Background: an optimization exercise with open tools, aiming at small area. Do not read the settings as production practice.
Only simulation tests tie the RTL to the original design; equivalence was not proved.
Power figures rest on the tool's default switching activity, not on a simulated workload.

==> run D: inputs <==
Design tron_top, start of the top module:
module tron_top
(
	input				clk,
	input				rst,
	input				keyboard_intr,
	input [7:0]		keyboard_data,
	input				game_tick_intr,
	input				stack_overflow_intr,
	output			imem_en,
	output [11:0]	imem_addr,
	input [31:0]	imem_rdata,
	output			dmem_en,
	output			dmem_we,
	output [11:0]	dmem_addr,
	output [31:0]	dmem_wdata,
	input [31:0]	dmem_rdata,
	output			BGTTWrite,
	output			BGATWrite,
	output [9:0]	BGWrite_addr,
	output [7:0]	BGWrite_data,
	output [3:0]	OAMWrite,
	output [5:0]	OAMWrite_addr,
	output [31:0]	OAMWrite_data,
	output			interrupt_return
);
export LEC_CHECK = 0
export CAP_MARGIN = 20
export CORE_MARGIN = 2
export CORE_UTILIZATION = 40
export SLEW_MARGIN = 20
create_clock -name core_clock -period 22.0 [get_ports {clk}]
run.sh (not shown) runs the stock make flow with config.mk's settings and CLKGATE_MAP_FILE= SYNTH_SCRIPT=/design/flow/synth_recipe.tcl, a recipe that flattens the netlist after the stock synthesis.
==> inputs of run Y, as changes to run D <==
--- a/flow/design.v
+++ b/flow/design.v
@@ -1,47 +1,49 @@
 `timescale 1ns / 1ps
 module RegFile_32bit
 (
 	clk, rst, RegWrite, Read_Reg_1, Read_Reg_2,
 	Read_Reg_1_en, Read_Reg_2_en,
-	Write_Reg, Write_Bus_in,
+	Write_Reg, Write_Bus_in, Reg0_data,
 	Read_Bus_1, Read_Bus_2
 );
 input clk, rst;
 input RegWrite;
 input Read_Reg_1_en;
 input Read_Reg_2_en;
 input [4:0] Read_Reg_1;
 input [4:0] Read_Reg_2;
 input [4:0] Write_Reg;
 input [31:0] Write_Bus_in;
+input [31:0] Reg0_data;		 
 output reg [31:0] Read_Bus_1;
 output [31:0] Read_Bus_2;
 wire [31:0] Write_Bus = rst ? 32'h00000000 : Write_Bus_in;
 wire [31:0] Write_Bus_sp = rst ? 32'h00000FFF : Write_Bus_in;
 wire [31:0] regs [0:31];
-assign regs[0] = 32'h00000000;
+wire rd_en;
+assign regs[0] = Reg0_data & {32{rd_en}};
 genvar i;
 generate
 	for (i = 1; i < 32; i = i + 1) begin : r
 		reg [31:0] q;
 		always @(posedge clk) begin
 			if (rst | (RegWrite & (Write_Reg == i)))
 				q <= (i == 29) ? Write_Bus_sp : Write_Bus;
 		end
 		assign regs[i] = q;
 	end
 endgenerate
 reg ph_pos, ph_neg;
 always @(posedge clk) ph_pos <= rst ? 1'b0 : ~ph_pos;
 always @(negedge clk) ph_neg <= rst ? 1'b1 : ph_pos;
 wire first_half = ph_pos ^ ph_neg;
-wire [4:0] rd_addr = first_half ? (Read_Reg_1 & {5{Read_Reg_1_en}})
-                                : (Read_Reg_2 & {5{Read_Reg_2_en}});
+assign rd_en = first_half ? Read_Reg_1_en : Read_Reg_2_en;
+wire [4:0] rd_addr = (first_half ? Read_Reg_1 : Read_Reg_2) & {5{rd_en}};
 wire [31:0] rd_data = regs[rd_addr];
 always @(negedge clk) Read_Bus_1 <= rd_data;
 assign Read_Bus_2 = rd_data;
 endmodule
 `timescale 1ns / 1ps
 module ALU(clk, N, Z, V, ALU_in1, ALU_in2, ALU_out, opcode, ALU_done);
    input [31:0] ALU_in1, ALU_in2;
    input [4:0] opcode;
@@ -55,18 +57,28 @@
    wire op_nand  = (opcode == 5'h03);
    wire op_and   = (opcode == 5'h04) | (opcode == 5'h05);
    wire op_srl   = (opcode == 5'h06);
    wire op_sll   = (opcode == 5'h07);
    wire op_xor   = (opcode == 5'h08);
    wire op_or    = (opcode == 5'h0A);
    wire op_arith = op_add | op_sub;
    wire op_shift = op_srl | op_sll;
-   wire [32:0] sum = {1'b0, ALU_in1} + {1'b0, ALU_in2 ^ {32{op_sub}}} + {32'd0, op_sub};
-   wire        carry = sum[32] ^ op_sub;
+   wire [31:0] b = ALU_in2 ^ {32{op_sub}};
+   wire [32:0] c;
+   wire [31:0] sum;
+   assign c[0] = op_sub;
+   genvar i;
+   generate
+      for (i = 0; i < 32; i = i + 1) begin : add
+         assign sum[i]   = ALU_in1[i] ^ b[i] ^ c[i];
+         assign c[i+1]   = (ALU_in1[i] & b[i]) | (c[i] & (ALU_in1[i] ^ b[i]));
+      end
+   endgenerate
+   wire        carry = c[32] ^ op_sub;
    function [31:0] rev(input [31:0] x);
       integer k;
       for (k = 0; k < 32; k = k + 1) rev[k] = x[31-k];
    endfunction
    wire [31:0] sh_in  = op_sll ? ALU_in1 : rev(ALU_in1);
    wire [31:0] sh_l   = sh_in << ALU_in2[4:0];
    wire [31:0] sh_out = op_sll ? sh_l : rev(sh_l);
    assign ALU_out = ({32{op_arith}} & sum[31:0])
@@ -195,47 +207,46 @@
 );
 input clk, rst, data_hazard, PC_hazard, pop_haz, keep_flags_in;
 input [31:0] instruction_in;   		 
 input [31:0] PC_in;         			 
 output reg [31:0] PC_out;        	 
 output reg [31:0] instruction_out;	 
 output reg	  		pop_haz_out;
 output reg 			keep_flags_out;
+wire load = !data_hazard & !PC_hazard & !pop_haz;
 always @(posedge clk) begin
 	if (rst) begin
 		instruction_out	<= 32'hFC000000;
-		PC_out 				<= 32'h00000000;
 		pop_haz_out			<= 1'b0;
 		keep_flags_out		<= 1'b0;
 	end
-   else if (!data_hazard & !PC_hazard & !pop_haz) begin
-		instruction_out 	<= instruction_in;
-		PC_out 				<= PC_in;
-		pop_haz_out			<= pop_haz;
-		keep_flags_out		<= keep_flags_in;
-   end
-   else begin
-		instruction_out	<= instruction_out;
-		PC_out 				<= PC_out;
+	else begin
+		if (load)
+			instruction_out 	<= instruction_in;
 		pop_haz_out			<= pop_haz;
 		keep_flags_out		<= keep_flags_in;
-   end
+	end
+end
+always @(posedge clk) begin
+	if (load)
+		PC_out 				<= PC_in;
 end
 endmodule
 `timescale 1ns / 1ps
 module ID_Unit
 (
 	clk, rst, data_hazard,
 	call, ret, branch, push, jreg,				 
 	pop, reg_2_sel, sign_ext_sel,
 	alu_src, Read_Reg_1_en, Read_Reg_2_en,
 	RegWrite_in,										 
 	RegWrite_Reg_in,	
 	RegWrite_Data_in,
+	MEM_RegWrite, MEM_DestReg, MEM_Result,			 
 	instruction_in, PC_in,							 
 	ID_forward_src_in1, ID_forward_src_in2,	 
 	opcode,												 
 	DestReg, J_type_imm_out, 						 
 	ALU_input1_mux_out, ALU_input2_mux_out,
 	PC_out,
 	Read_Reg_1_out, Read_Reg_2_out,
 	Read_Reg_1_en_haz, Read_Reg_2_en_haz,
@@ -245,16 +256,19 @@
 input 			clk, rst, data_hazard;
 input 			call, ret, branch, push, jreg,
 					pop, reg_2_sel, sign_ext_sel,
 					Read_Reg_1_en, Read_Reg_2_en;
 input [1:0] 	alu_src;				 
 input 			RegWrite_in;
 input [4:0]		RegWrite_Reg_in;	 
 input [31:0] 	RegWrite_Data_in;	 
+input 			MEM_RegWrite;
+input [4:0]		MEM_DestReg;
+input [31:0] 	MEM_Result;
 input [31:0]	instruction_in;	 
 input [31:0] 	PC_in;        		 
 input 			ID_forward_src_in1;
 input 			ID_forward_src_in2;
 output 		[5:0] 	opcode;					 
 output reg	[4:0]		DestReg;					 
 output reg	[4:0]		Read_Reg_1_out;		 
 output reg	[4:0]		Read_Reg_2_out;		 
@@ -269,19 +283,16 @@
 output					zero_in1;
 wire	[4:0] 	R_I_A_type_rd;	 
 wire	[4:0] 	R_I_type_rs;	 
 wire	[4:0] 	R_type_rt;		 
 wire	[4:0] 	R_type_shamt;	 
 wire	[15:0] 	I_type_imm;		 
 wire	[25:0] 	J_type_imm;		 
 wire	[20:0] 	A_type_imm;		 
-reg 				RegWrite;
-reg	[4:0]		RegWrite_Reg;	 
-reg	[31:0] 	RegWrite_Data;	 
 wire	[31:0] 	Read_Bus_1;		 
 wire	[31:0] 	Read_Bus_2;		 
 reg 	[31:0] 	sign_ext;		 
 wire 				SP_update;		 
 reg 	[31:0] 	ALU_input_1;	
 reg 	[31:0] 	ALU_input_2;
 assign SP_update 				= (call | ret | push | pop);
 assign PC_out					= PC_in;
@@ -296,39 +307,41 @@
 assign R_type_rt 		= instruction_in[15:11];																				
 assign R_type_shamt 	= instruction_in[10:6];																					
 assign I_type_imm 	= instruction_in[15:0];																					
 assign J_type_imm 	= instruction_in[25:0];																					
 assign A_type_imm 	= instruction_in[20:0];																					
 RegFile_32bit RegFile
 ( 	
 	.clk(clk), .rst(rst),
-	.RegWrite(RegWrite),
+	.RegWrite(MEM_RegWrite),
 	.Read_Reg_1(Read_Reg_1_out),
 	.Read_Reg_2(Read_Reg_2_out),
 	.Read_Reg_1_en(Read_Reg_1_en_haz),
 	.Read_Reg_2_en(Read_Reg_2_en_haz),
-	.Write_Reg(RegWrite_Reg),
-	.Write_Bus_in(RegWrite_Data),
+	.Write_Reg(MEM_DestReg),
+	.Write_Bus_in(MEM_Result),
+	.Reg0_data(Reg0_data),
 	.Read_Bus_1(Read_Bus_1),
 	.Read_Bus_2(Read_Bus_2)
 );
 always @(*) begin
 	ALU_input_1 = branch ? PC_in : Read_Bus_1;	 
 	case (alu_src)
 		2'b00 :	ALU_input_2 = Read_Bus_2;
 		2'b01 :	ALU_input_2 = sign_ext;
 		2'b10 :	ALU_input_2 = SP_update ? 32'h00000001 : {27'h0000000, R_type_shamt};
 		2'b11 :	ALU_input_2 = 32'h00000000;
 	endcase
 end
 assign zero_in1 = (alu_src == 2'b11) & ~ID_forward_src_in1;
-assign ALU_input1_mux_out 	= (ID_forward_src_in1 == 1'b1) ? RegWrite_Data_in: ALU_input_1;
-assign ALU_input2_mux_out 	= ((ID_forward_src_in2 == 1'b1)&&(~SP_update)) ? RegWrite_Data_in: ALU_input_2;
-assign MemWrite_data	  		= ((ID_forward_src_in2 == 1'b1) ? RegWrite_Data_in: Read_Bus_2) | (call ? PC_in : 32'h00000000);
+wire [31:0] Reg0_data = (RegWrite_in & (RegWrite_Reg_in == 5'd0)) ? RegWrite_Data_in : 32'h00000000;
+assign ALU_input1_mux_out 	= ALU_input_1;
+assign ALU_input2_mux_out 	= ((ID_forward_src_in2 == 1'b1) && (~SP_update) && alu_src[0]) ? RegWrite_Data_in: ALU_input_2;
+assign MemWrite_data	  		= Read_Bus_2 | (call ? PC_in : 32'h00000000);
 always @(*) begin
 	if (SP_update) begin
 		Read_Reg_1_out = 5'b11101;
 	end
 	else if (jreg) begin
 		Read_Reg_1_out = 5'h1E;
 	end
 	else begin
@@ -354,28 +367,16 @@
 always @(*) begin
 	if (call | ret | push) begin
 		DestReg = 5'h1D;
 	end
 	else begin
  		DestReg = R_I_A_type_rd;
 	end
 end
-always @(*) begin
-	if (rst) begin
-		RegWrite  		= 1'b1;       		 
-		RegWrite_Reg  	= 5'b11101;  		 
-		RegWrite_Data 	= 32'h00000FFF; 	 
-	end
-	else begin
-		RegWrite  		= RegWrite_in;
-		RegWrite_Reg  	= RegWrite_Reg_in;
-		RegWrite_Data 	= RegWrite_Data_in;
-	end
-end
 endmodule
 `timescale 1ns / 1ps
 module CPU_control
 (
 	rst, opcode_in,
 	call, ret, branch, branch_cond, push, pop, jreg,
 	reg_2_sel, mem_to_reg, mem_src, sign_ext_sel,
 	load_imm, alu_src, RegWrite, MemWrite, MemRead,
@@ -929,99 +930,67 @@
 output reg [31:0] ALU_input_2_out;
 output reg			zero_in1_out;
 output reg [31:0]	MemWrite_data_out;
 output reg [4:0]	reg_read_addr1_out;
 output reg [4:0]	reg_read_addr2_out;
 output reg			Read_Reg_1_en_out;
 output reg			Read_Reg_2_en_out;
 output reg			pop_haz_out;
+wire stall = data_hazard | PC_hazard | pop_haz_in;
 always @(posedge clk) begin
 	if (rst) begin
 		MemToReg_out			<= 0;
 		MemSrc_out				<= 0;
 		load_imm_out			<= 0;
 		RegWrite_out			<= 0;
 		MemWrite_out			<= 0;
 		MemRead_out				<= 0;
-		DestReg_out				<= 0;
 		branch_out				<= 0;
 		branch_cond_out		<= 0;
 		alu_src_out				<= 0;
 		call_out					<= 0;
 		ret_out					<= 0;
 		jreg_out					<= 0;
 		opcode_out				<= 0;
-		ALU_input_1_out		<= 0;
-		ALU_input_2_out		<= 0;
 		zero_in1_out			<= 0;
-		MemWrite_data_out 	<= 0;
-		reg_read_addr1_out	<= 0;
-		reg_read_addr2_out	<= 0;
 		Read_Reg_1_en_out		<= 0;
 		Read_Reg_2_en_out		<= 0;
 		pop_haz_out				<= 0;
 		push_out 				<= 0;
 	end
-	else if (!data_hazard & !PC_hazard & !pop_haz_in) begin
-		MemToReg_out			<= MemToReg_in;
-		MemSrc_out				<= MemSrc_in;
-		load_imm_out			<= load_imm_in;
-		RegWrite_out			<= RegWrite_in;
-		MemWrite_out			<= MemWrite_in;
-		MemRead_out				<= MemRead_in;
-		DestReg_out				<= DestReg_in;
-		branch_out				<= branch_in;
-		branch_cond_out		<= branch_cond_in;
-		alu_src_out				<= alu_src_in;
-		call_out					<= call_in;
-		ret_out					<= ret_in & ~clr_ret_hazard;
-		jreg_out					<= jreg_in;
-		opcode_out				<= opcode_in;
-		ALU_input_1_out		<= ALU_input_1_in;
-		ALU_input_2_out		<= ALU_input_2_in;
-		zero_in1_out			<= zero_in1_in;
-		MemWrite_data_out 	<= MemWrite_data_in;
-		reg_read_addr1_out	<= reg_read_addr1_in;
-		reg_read_addr2_out	<= reg_read_addr2_in;
-		Read_Reg_1_en_out		<= Read_Reg_1_en_in;
-		Read_Reg_2_en_out		<= Read_Reg_2_en_in;
-		pop_haz_out				<= pop_haz_in;
-		push_out 				<= push_in;
-	end
 	else begin
-		MemToReg_out			<= 1'b0;
-		MemSrc_out				<= 1'b0;
-		load_imm_out			<= 1'b0;
-		RegWrite_out			<= 1'b0;
-		MemWrite_out			<= 1'b0;
-		MemRead_out				<= 1'b0;
-		if (PC_hazard)
-			DestReg_out			<= 5'b00000;
-		else
-			DestReg_out			<= DestReg_in;
+		MemToReg_out			<= MemToReg_in & ~stall;
+		MemSrc_out				<= MemSrc_in & ~stall;
+		load_imm_out			<= load_imm_in & ~stall;
+		RegWrite_out			<= RegWrite_in & ~stall;
+		MemWrite_out			<= MemWrite_in & ~stall;
+		MemRead_out				<= MemRead_in & ~stall;
 		branch_out				<= branch_in;
 		branch_cond_out		<= branch_cond_in;
 		alu_src_out				<= alu_src_in;
 		call_out					<= call_in;
 		ret_out					<= ret_in & ~clr_ret_hazard;
 		jreg_out					<= jreg_in;
 		opcode_out				<= opcode_in;
-		ALU_input_1_out		<= ALU_input_1_in;
-		ALU_input_2_out		<= ALU_input_2_in;
 		zero_in1_out			<= zero_in1_in;
-		MemWrite_data_out 	<= MemWrite_data_in;
-		reg_read_addr1_out	<= reg_read_addr1_in;
-		reg_read_addr2_out	<= reg_read_addr2_in;
 		Read_Reg_1_en_out		<= Read_Reg_1_en_in;
 		Read_Reg_2_en_out		<= Read_Reg_2_en_in;
 		pop_haz_out				<= pop_haz_in;
 		push_out 				<= push_in;
 	end
 end
+always @(posedge clk) begin
+	DestReg_out				<= PC_hazard ? 5'b00000 : DestReg_in;
+	ALU_input_1_out		<= ALU_input_1_in;
+	ALU_input_2_out		<= ALU_input_2_in;
+	MemWrite_data_out 	<= MemWrite_data_in;
+	reg_read_addr1_out	<= reg_read_addr1_in;
+	reg_read_addr2_out	<= reg_read_addr2_in;
+end
 endmodule
 `timescale 1ns / 1ps
 module EX_Unit
 (
 	clk, opcode,
 	RegWrite_in, MemWrite_in, MemRead_in,
 	MemToReg_in, MemSrc_in, DestReg_in,
 	ALU_input_1, ALU_input_2, branch_in,
@@ -1148,35 +1117,32 @@
 output reg [11:0]		MemAddr_out;
 output reg				MemEn_out;
 output reg				MemWe_out;
 always @(posedge clk) begin
 	if (rst) begin
 		RegWrite_out		<= 1'b0;
 		MemToReg_out		<= 1'b0;
 		ret_out				<= 1'b0;
-		DestReg_out			<= 0;
-		ALU_addr_out		<= 0;
-		MemWrite_data_out	<= 0;
-		MemAddr_out			<= 0;
 		MemEn_out			<= 1'b0;
-		MemWe_out			<= 1'b0;
 	end
 	else begin
 		RegWrite_out		<= RegWrite_in;
 		MemToReg_out		<= MemToReg_in;
 		ret_out				<= ret_in & ~clr_ret_hazard;
-		DestReg_out			<= DestReg_in;
-		ALU_addr_out		<= ALU_addr_in;
-		MemWrite_data_out	<= MemWrite_data_in;
-		MemAddr_out			<= MemAddr_in;
 		MemEn_out			<= MemEn_in & MemAddr_high_in;
-		MemWe_out			<= MemWe_in;
 	end
 end
+always @(posedge clk) begin
+	DestReg_out			<= DestReg_in;
+	ALU_addr_out		<= ALU_addr_in;
+	MemWrite_data_out	<= MemWrite_data_in;
+	MemAddr_out			<= MemAddr_in;
+	MemWe_out			<= MemWe_in;
+end
 endmodule
 `timescale 1ns / 1ps
 module MEMWB_reg
 (
 	clk, rst, RegWrite_in, MemToReg_in,
 	DestReg_in, ALU_result_in, MemRead_data_in,
 	RegWrite_out, MemToReg_out, DestReg_out,
 	RegWrite_data_out
@@ -1191,26 +1157,26 @@
 output reg 				RegWrite_out;
 output reg 				MemToReg_out;
 output reg [4:0]		DestReg_out;
 output reg [31:0] 	RegWrite_data_out;
 always @(posedge clk) begin
 	if (rst) begin
 		RegWrite_out		<= 1'b0;
 		MemToReg_out		<= 1'b0;
-		DestReg_out			<= 0;
-		RegWrite_data_out	<= 0;
 	end
 	else begin
 		RegWrite_out		<= RegWrite_in;
 		MemToReg_out		<= MemToReg_in;
-		DestReg_out			<= DestReg_in;
-		RegWrite_data_out	<= MemToReg_in ? MemRead_data_in : ALU_result_in;
 	end
 end
+always @(posedge clk) begin
+	DestReg_out			<= DestReg_in;
+	RegWrite_data_out	<= MemToReg_in ? MemRead_data_in : ALU_result_in;
+end
 endmodule
 `timescale 1ns / 1ps
 module Data_Forward
 (
 	reg_addr_MEM,
 	reg_write_MEM,
 	reg_addr_WB,
 	reg_write_WB,
@@ -1758,16 +1724,19 @@
 		.push(CPU_cntrl_push),
 		.pop(CPU_cntrl_pop), 
 		.reg_2_sel(CPU_cntrl_reg_2_sel),
 		.sign_ext_sel(CPU_cntrl_sign_ext_sel),
 		.alu_src(CPU_cntrl_alu_src),
 		.RegWrite_in(WBU_RegWrite_out), 
 		.RegWrite_Reg_in(WBU_DestReg_out),
 		.RegWrite_Data_in(WBU_RegWrite_data),
+		.MEM_RegWrite(EXMEM_RegWrite_out),
+		.MEM_DestReg(EXMEM_DestReg_out),
+		.MEM_Result(EXMEM_MemToReg_out ? dmem_rdata : EXMEM_ALU_addr_out),
 		.Read_Reg_1_en(CPU_cntrl_Read_Reg_1_en),
 		.Read_Reg_2_en(CPU_cntrl_Read_Reg_2_en),
 		.ID_forward_src_in1(ID_forward_src_in1),
 		.ID_forward_src_in2(ID_forward_src_in2),
 		.instruction_in(IFID_instruction_out),
 		.PC_in(IFID_PC_out),
 		.opcode(IDU_opcode),
 		.J_type_imm_out(IDU_J_type_imm),
- CORE_UTILIZATION: 40 -> 60
- CTS_BUF_LIST: not set -> sky130_fd_sc_hd__clkbuf_8
==> flow_metrics.tcl <==
set metrics [dict create \
    drive_gt1_share_pct 14.9 \
    setup_slack_ns 1.47 \
    final_util_pct 68.6 \
    status "complete, no violations" \
    maxSlewHeadroom_pct 16.6 \
    crit_path_end "CPU.IDU.RegFile.Read_Bus_1[13]" \
    clk_pin_slew_ns 0.07 \
    die_x_um 335 \
    fp.dieH_um 335 \
    r2r.worst_path.cells 50 \
    finalPower_mw 9.27 \
    synth_area_per_cell_um2 12.0 \
]
[end of results for run Y]
==> flow_metrics.tcl <==
set metrics [dict create \
    status "complete, no violations" \
    hpwl_mm 221 \
    finalPower_mw 9.36 \
    clk_pin_slew_ns 0.06 \
    final_util_pct 47.0 \
    fin_cells 8623 \
    fp.dieH_um 415 \
    grt_usage_pct 36.4 \
    pwr-share-seq_pct 39.2 \
    setup_slack_ns 2.01 \
    die_x_um 415 \
    r2r.worst_path.cells 16 \
    maxSlewHeadroom_pct 11.5 \
    drive_gt1_share_pct 12.1 \
    drt-total-wl_mm 323 \
]
[end of results for run D]
